This is an optimization exercise on Yosys and OpenROAD, whose aim is small area, a short achievable clock period and few clock cycles, not a production implementation.
At most, simulation tests tie the RTL to the original design; equivalence was not proved.

## old
## encrpytion
module encrpytion        
    # (parameter k = 32)(
    input clk,               
    input rst,               
    input en,                
    input [k-1:0]a,          
    input [2*k-1:0]n,        
    input [k:0]e,            
    output [k-1:0]cipher,    
    output reg ready_flag    
    );
For scale: ~1500 cells after synthesis, roughly 140 flip-flops, about 170 I/O pins, ~12000 um2 of cells after synthesis.
clock: 10.0 ns
lec_check: 0
abc_area: 1
cap_margin: 20
core_margin: 2
core_utilization: 55
place_density: 0.7
slew_margin: 20
standard.sh (not shown) runs the stock make flow with config.mk's settings and CLKGATE_MAP_FILE= SYNTH_SCRIPT=/design/flow/synth_recipe.tcl, a recipe that flattens the netlist after the stock synthesis.
==> flow/flow/run.sh <==
#!/bin/bash
set -euo pipefail
export BUFFER_PORTS_ARGS="-buffer_cell sky130_fd_sc_hd__buf_1"
export SETUP_SLACK_MARGIN=6
bash standard.sh > standard.log 2>&1
[inputs] new vs old
--- a/flow/design.v
+++ b/flow/design.v
@@ -6,35 +6,34 @@
     input [k-1:0]a,          
     input [2*k-1:0]n,        
     input [k:0]e,            
     output [k-1:0]cipher,    
     output reg ready_flag    
     );
 reg  [k-1:0] R;          
 reg  [k-1:0] P;          
 reg  [k-1:0] Ni;         
-reg  [k-1:0] Y;          
-reg          clr;        
+reg          bq;         
 reg  [4:0]   cnt;        
 reg  [4:0]   idx;        
 reg          ebit;       
 reg          sq;         
 reg          run;        
 assign cipher = R;
 reg  [4:0] idx0;
 integer i;
 always @(*) begin
     idx0 = 5'd0;
     for (i = 1; i <= k; i = i + 1)
         if (e[i]) idx0 = i - 1;
 end
 wire [k+2:0] x  = {2'b00, P, 1'b0};
-wire [k+2:0] y  = {3'b000, Y};
+wire [k+2:0] y  = {3'b000, bq ? R : {k{1'b0}}};
 wire [k+2:0] z1 = {3'b111, Ni};           
 wire [k+2:0] z2 = {2'b11, Ni, 1'b1};      
 wire [k+2:0] s1 = x ^ y ^ z1;
 wire [k+2:0] c1 = (x & y) | (x & z1) | (y & z1);
 wire [k+2:0] s2 = x ^ y ^ z2;
 wire [k+2:0] c2 = (x & y) | (x & z2) | (y & z2);
 wire [34:0] ad0_p0 = x ^ y;
 wire [34:0] ad0_g0 = x & y;
 wire [34:0] ad0_G0 = {ad0_g0[34:1], ad0_g0[0] | (ad0_p0[0] & 1'b0)};
@@ -573,46 +572,42 @@
         run <= en & (idle | (run & ~finish));
         ready_flag <= en & (ready_flag | (run & finish));
     end
 end
 always @(posedge clk)
     Ni <= ~n[k-1:0];
 function [5:0] first_bit;      
     input [2:0] top;           
     begin
-        if (top[2])      first_bit = {1'b0, 5'd30};
-        else if (top[1]) first_bit = {1'b0, 5'd29};
-        else             first_bit = {~top[0], 5'd28};
+        if (top[2])      first_bit = {1'b1, 5'd30};
+        else if (top[1]) first_bit = {1'b1, 5'd29};
+        else             first_bit = {top[0], 5'd28};
     end
 endfunction
 wire [5:0] fa = first_bit(a[k-1:k-3]);
 wire [5:0] fr = first_bit(res[k-1:k-3]);
-wire       xb = sq ? R[cnt] : a[cnt];        
 always @(posedge clk) begin
     ebit <= e[idx];
-    P   <= (idle | last | clr) ? {k{1'b0}} : res;
-    clr <= 1'b0;
+    P <= (idle | last) ? {k{1'b0}} : res;
     if (idle) begin
         R   <= a;
-        Y   <= a;
-        {clr, cnt} <= fa;
+        {bq, cnt} <= fa;
         idx <= idx0;
         sq  <= 1'b1;
     end else if (run) begin
         cnt <= cnt - 5'd1;
         if (last) begin
             R <= res;
-            Y <= res;
             if (domul) begin
                 sq <= 1'b0;
-                {clr, cnt} <= fa;
+                {bq, cnt} <= fa;
             end else begin
                 sq  <= 1'b1;
-                {clr, cnt} <= fr;
+                {bq, cnt} <= fr;
                 idx <= idx - 5'd1;
             end
         end else begin
-            Y <= xb ? R : {k{1'b0}};
+            bq <= sq ? R[cnt] : a[cnt];
         end
     end
 end
 endmodule
==> summary.txt <==
new vs old: horizontal die dimension down. Routed wire length delta for new relative to old: about 8% lower. Clock-pin slew on the worst setup and hold paths: new vs old up 0.02 ns. Relative to old, net total in the final layout decreased by 86 in new. Y[17] as the timing startpoint of the critical path was reported by old, and bq by new. In the floorplan summary, new is listed with a die area less than that of old. Delta (new minus old): total global routing overflow about even, starting DRC count in detailed routing fell 29%, final worst-path setup slack went down.
Testbench counts of new, summed over its fixed seeds: cycles 6,039.
Only the layout flow was run in old; the RTL was not checked for function there.

## static timing again, ports no longer ideal
Ports are ideal in the flow. The routed layouts listed here were re-timed in OpenROAD. Step 1, drivers: a clkbuf_16 drives clk and a buf_2 each remaining input, both assumed. Step 2 times the ports against the registers' clock, not the clock port: input delays grow and output delays shrink by t, the midpoint of the rising clock arrivals with the driver on. a / b / c = ideal / step 1 / step 2; a / b = the first two.
run | t (ns) | slack for setup (ns) | hold WS [ns] | slew at the worst register clock pin (ns)
old | 0.472 | 6.176 / 6.176 / 5.998 | 0.530 / 0.530 / 0.530 | 0.07 / 0.07
new | 0.418 | 5.992 / 5.992 / 5.992 | 0.540 / 0.540 / 0.540 | 0.08 / 0.08
After both steps every run listed still meets setup and hold. The setup slack of old, which loses most, moves by 0.000 ns with the drivers and by -0.178 ns with both steps.
